This is an optimization exercise on Yosys and OpenROAD, whose aim is small area, not a production implementation. Only simulation tests tie the RTL to the original design; equivalence was not proved. Power is estimated from default activity; no workload was simulated.

## the previous run
==> flow/design.v <==
module fifo_buffer
(
	input clock, reset_n,
	input write_enable, read_enable,
	input [7:0] data_in,
	input [5:0] full_thres,
	output [7:0] tap_data,
	output head_at_tap,
	output empty, full
);
reg [5:0] fifo_cnt;
reg [4:0] wpos;
reg [7:0] data_d;
reg staged;
wire wr = write_enable & ~full;
wire rd = read_enable & ~empty;
assign full  = fifo_cnt == full_thres;
assign empty = fifo_cnt == 0;
wire [4:0] wpos_e = empty ? 5'd0 : wpos;
wire ins = wpos_e[0] ? staged : wr;
wire [7:0] bus = wpos_e[0] ? data_d : data_in;
wire may_clear = ins | (~wpos_e[0] & ~fifo_cnt[5]);
wire [5:0] cnt_inc = fifo_cnt + 6'd1;
always @(posedge clock) begin
	if (reset_n == 0)
		fifo_cnt <= 0;
	else if (wr & ~rd)
		fifo_cnt <= cnt_inc;
	else if (rd & ~wr)
		fifo_cnt <= fifo_cnt - 1;
	wpos <= wpos_e + 5'd1 + {4'd0, wr};
	data_d <= data_in;
	staged <= wr & wpos_e[0];
end
wire [15:0] keep_n, load_n;
genvar j;
generate
	for (j = 0; j < 16; j = j + 1) begin : g_sel
		wire here = wpos_e[4:1] == j;
		assign keep_n[j] = here & may_clear;
		assign load_n[j] = ~(here & ins);
	end
endgenerate
fifo_ring RING
(
	.clock(clock),
	.keep_n(keep_n),
	.load_n(load_n),
	.bus(bus),
	.tap(tap_data)
);
assign head_at_tap = wpos == cnt_inc[4:0];
endmodule
module fifo_ring
(
	input clock,
	input [15:0] keep_n, load_n,
	input [7:0] bus,
	output [7:0] tap
);
reg [255:0] ring;
genvar i;
generate
	for (i = 0; i < 32; i = i + 1) begin : g_ring
		if (i % 2 == 0) begin : g_even
			wire [7:0] din = ((i / 2) % 2) ? bus : ~bus;
			always @(posedge clock)
				ring[8*i +: 8] <= ~(({8{load_n[i/2]}} | din) & ({8{keep_n[i/2]}} | ring[8*((i+31)%32) +: 8]));
		end else begin : g_odd
			always @(posedge clock)
				ring[8*i +: 8] <= ring[8*(i-1) +: 8];
		end
	end
endgenerate
assign tap = ring[7:0];
endmodule
module tx_baud_gen
(
	input clock, reset_n,
	input [1:0] baudrate_select,
	output tx_baud
);
reg [6:0] num;
always @(posedge clock) begin
	if (reset_n == 0)
		num <= 0;
	else
		num <= num + 1;
end
assign tx_baud = &num[3:0] &
                 (num[4] | (baudrate_select == 2'd0)) &
                 (num[5] | ~baudrate_select[1]) &
                 (num[6] | (baudrate_select != 2'd3));
endmodule
module uart_tx
(
	input clock, reset_n,
	input tx_start, tx_baud,
	input [7:0] data_in,
	input data_valid,
	output tx_done,
	output tx
);
localparam STATE_IDLE  = 2'b00;
localparam STATE_START = 2'b01;
localparam STATE_DATA  = 2'b10;
localparam STATE_STOP  = 2'b11;
reg [1:0] state;
reg [8:0] sh;
reg par;
wire in_data = state == STATE_DATA;
wire last = sh[8:1] == 0;
always @(posedge clock) begin
	if (reset_n == 0)
		state <= STATE_IDLE;
	else if (tx_baud)
		case (state)
			STATE_IDLE:  if (tx_start) state <= STATE_START;
			STATE_START: state <= STATE_DATA;
			STATE_DATA:  if (last) state <= STATE_STOP;
			STATE_STOP:  state <= STATE_IDLE;
		endcase
end
always @(posedge clock) begin
	if (~in_data) begin
		if (data_valid)
			sh <= {1'b1, data_in};
	end else if (tx_baud)
		sh <= {1'b0, sh[8:1]};
	if (~in_data)
		par <= 1'b0;
	else if (tx_baud)
		par <= par ^ sh[0];
end
assign tx = (state == STATE_START) ? 1'b0 :
            in_data ? (last ? par : sh[0]) : 1'b1;
assign tx_done = (state == STATE_STOP) & tx_baud;
endmodule
module uart_transmitter
(
	input [7:0] data_i,
	input data_write_i, clock_i, reset_n_i,
	input [5:0] data_buffer_full_thres_i,
	input [1:0] baudrate_select_i,
	output data_buffer_full_o,
	output uart_tx_o
);
wire empty;
wire fifo_read;
wire [7:0] data;
wire head_at_tap;
wire tx_baud;
fifo_buffer FIFO
(
	.clock(clock_i),
	.reset_n(reset_n_i),
	.full_thres(data_buffer_full_thres_i),
	.write_enable(data_write_i),
	.read_enable(fifo_read),
	.data_in(data_i),
	.tap_data(data),
	.head_at_tap(head_at_tap),
	.full(data_buffer_full_o),
	.empty(empty)
);
tx_baud_gen TX_BAUD_GEN
(
	.clock(clock_i),
	.reset_n(reset_n_i),
	.baudrate_select(baudrate_select_i),
	.tx_baud(tx_baud)
);
uart_tx UART_TX
(
	.clock(clock_i),
	.reset_n(reset_n_i),
	.tx_start(~empty),
	.tx_baud(tx_baud),
	.data_in(data),
	.data_valid(head_at_tap),
	.tx_done(fifo_read),
	.tx(uart_tx_o)
);
endmodule
export LEC_CHECK = 0
export CAP_MARGIN = 20
export CORE_MARGIN = 2
export CORE_UTILIZATION = 65
export PLACE_DENSITY = 0.75
export SLEW_MARGIN = 20
export SYNTH_HIERARCHICAL = 1
export SYNTH_MINIMUM_KEEP_SIZE = 600
create_clock -name core_clock -period 10.0 [get_ports {clock_i}]
standard.sh (not shown) runs the stock make flow with config.mk's settings and CLKGATE_MAP_FILE= SYNTH_SCRIPT=/design/flow/synth_recipe.tcl, a recipe that flattens the netlist after the stock synthesis.
==> flow/flow/run.sh <==
#!/bin/bash
# The standard layout (standard.sh, with the standard synthesis) with three changes:
# port buffers are buf_1 cells; before repair_design, each cell that drives at
# most 8 pins gets its smallest drive strength (flow/downsize.tcl); and
# clock-tree synthesis uses clusters of up to 20 sinks on clkbuf_8 leaves
# without dummy loads.
set -euo pipefail
here=$(pwd)
export BUFFER_PORTS_ARGS="-buffer_cell sky130_fd_sc_hd__buf_1"
export PRE_RESIZE_TCL="$here/flow/downsize.tcl"
export CTS_ARGS="-sink_clustering_enable -repair_clock_nets -dont_use_dummy_load -buf_list sky130_fd_sc_hd__clkbuf_8 -sink_clustering_size 20 -sink_clustering_max_diameter 70"
bash standard.sh > "$here/standard.log" 2>&1
==> flow/flow/downsize.tcl <==
# Run before repair_design (PRE_RESIZE_TCL): a cell whose output drives at
# most 8 input pins gets the smallest-area variant of its own function (same
# cell name, other drive strength). repair_design, which follows, sizes up
# or buffers wherever slew or capacitance still needs it.
set db [ord::get_db]
set dont_use $::env(DONT_USE_CELLS)
set n 0
set saved 0.0
foreach inst [[ord::get_db_block] getInsts] {
  set m [$inst getMaster]
  if {[$m getType] ne "CORE" || [$m isSequential]} { continue }
  set name [$m getName]
  if {![regexp {^(sky130_fd_sc_hd__[a-z0-9]+)_([0-9]+)$} $name -> base size]} { continue }
  set fanout -1
  foreach it [$inst getITerms] {
    if {[$it isOutputSignal] && [$it getNet] ne "NULL"} {
      set fanout [expr {[llength [[$it getNet] getITerms]] + [llength [[$it getNet] getBTerms]] - 1}]
    }
  }
  if {$fanout < 1 || $fanout > 8} { continue }
  set best $m
  set area [expr {[$m getWidth] * [$m getHeight]}]
  set best_area $area
  foreach s {0 1 2 3 4 6 8 12 16} {
    set c [$db findMaster ${base}_$s]
    if {$c eq "NULL"} { continue }
    if {[lsearch -exact $dont_use [$c getName]] >= 0} { continue }
    set a [expr {[$c getWidth] * [$c getHeight]}]
    if {$a < $best_area} { set best $c; set best_area $a }
  }
  if {$best ne $m} {
    if {[catch {replace_cell [sta::find_instance [$inst getName]] [$best getName]} err]} {
      puts "downsize: could not resize [$inst getName]: $err"
    } else {
      incr n
      set saved [expr {$saved + ($area - $best_area) / 1e6}]
    }
  }
}
puts [format "downsize: %d cells resized, %.1f um2 saved" $n $saved]
#### Input delta (the current run over the previous run)
==> flow/design.v, changed modules only <==
module fifo_buffer
(
	input clock, reset_n,
	input write_enable, read_enable,
	input [7:0] data_in,
	input [5:0] full_thres,
	output [7:0] tap_data,
	output head_at_tap,
	output empty, full
);
reg [5:0] fifo_cnt;
reg [4:0] wpos;
reg [7:0] data_d;
reg staged;
wire wr = write_enable & ~full;
wire rd = read_enable & ~empty;
assign full  = fifo_cnt == full_thres;
assign empty = fifo_cnt == 0;
wire [4:0] wpos_e = empty ? 5'd0 : wpos;
wire ins = wpos_e[0] ? staged : wr;
wire [7:0] bus = wpos_e[0] ? data_d : data_in;
wire may_clear = ins | (~wpos_e[0] & ~fifo_cnt[5]);
always @(posedge clock) begin
	if (reset_n == 0)
		fifo_cnt <= 0;
	else if (wr & ~rd)
		fifo_cnt <= fifo_cnt + 1;
	else if (rd & ~wr)
		fifo_cnt <= fifo_cnt - 1;
	wpos <= wpos_e + 5'd1 + {4'd0, wr};
	data_d <= data_in;
	staged <= wr & wpos_e[0];
end
wire [15:0] keep_n, load_n;
genvar j;
generate
	for (j = 0; j < 16; j = j + 1) begin : g_sel
		wire here = wpos_e[4:1] == j;
		assign keep_n[j] = here & may_clear;
		assign load_n[j] = ~(here & ins);
	end
endgenerate
fifo_ring RING
(
	.clock(clock),
	.keep_n(keep_n),
	.load_n(load_n),
	.bus(bus),
	.tap(tap_data)
);
assign head_at_tap = wpos == fifo_cnt[4:0] + 5'd1;
endmodule
### Flow results
[compare] base=the previous run new=the current run: share of the yosys chip area belonging to registers -1.0 points, gate count of the mapped netlist increased 11, global-route wire length before repair shows an increase of 1.4%. The current run: total leakage power higher than the previous run. On final instance area, the previous run beats the current run. The current run ended up with and3_1 as its cell with the largest stage delay on the worst path; the previous run ended up with nor4_1. Sort the previous run and the current run by routed length on met1, descending, and the current run comes first. The previous run has a lower maximum frequency than the current run. Final critical delay including setup and external delays in the current run vs the previous run: down 0.31 ns. Of the previous run and the current run, the current run shows the higher x dimension of the die, with the previous run below it. Diff the previous run..the current run | global-route usage | negligible.

-- re-timing with driven ports --
In the flow no input, the clock included, has a driving cell. The finished layouts below were timed again as built, in two steps. Step 1 (the two cells are an assumption about what drives the block):
set clk [get_ports {clock_i}]
set_driving_cell -lib_cell sky130_fd_sc_hd__clkbuf_16 $clk
set_driving_cell -lib_cell sky130_fd_sc_hd__buf_2 [delete_from_list [all_inputs] $clk]
Step 2 adds t to the input delays and takes it off the output delays; t is the mean of the earliest and latest rising clock arrival at the registers after step 1. Input paths then give back, and output paths get back, about the clock's delay inside the block. Slacks: ideal ports / drivers / drivers and shift; pairs: ideal ports / drivers.
| run | t, ns | setup slack, ns | worst data-port slew with drivers (ns) |
|---|---|---|---|
| the previous run | 0.538 | 4.977 / 4.950 / 4.950 | 0.04 |
| the current run | 0.538 | 5.288 / 5.268 / 5.013 | 0.04 |
After both steps every run listed still meets setup and hold. For the current run, which loses most, drivers alone change the setup slack by -0.020 ns; drivers and shift together by -0.275 ns.
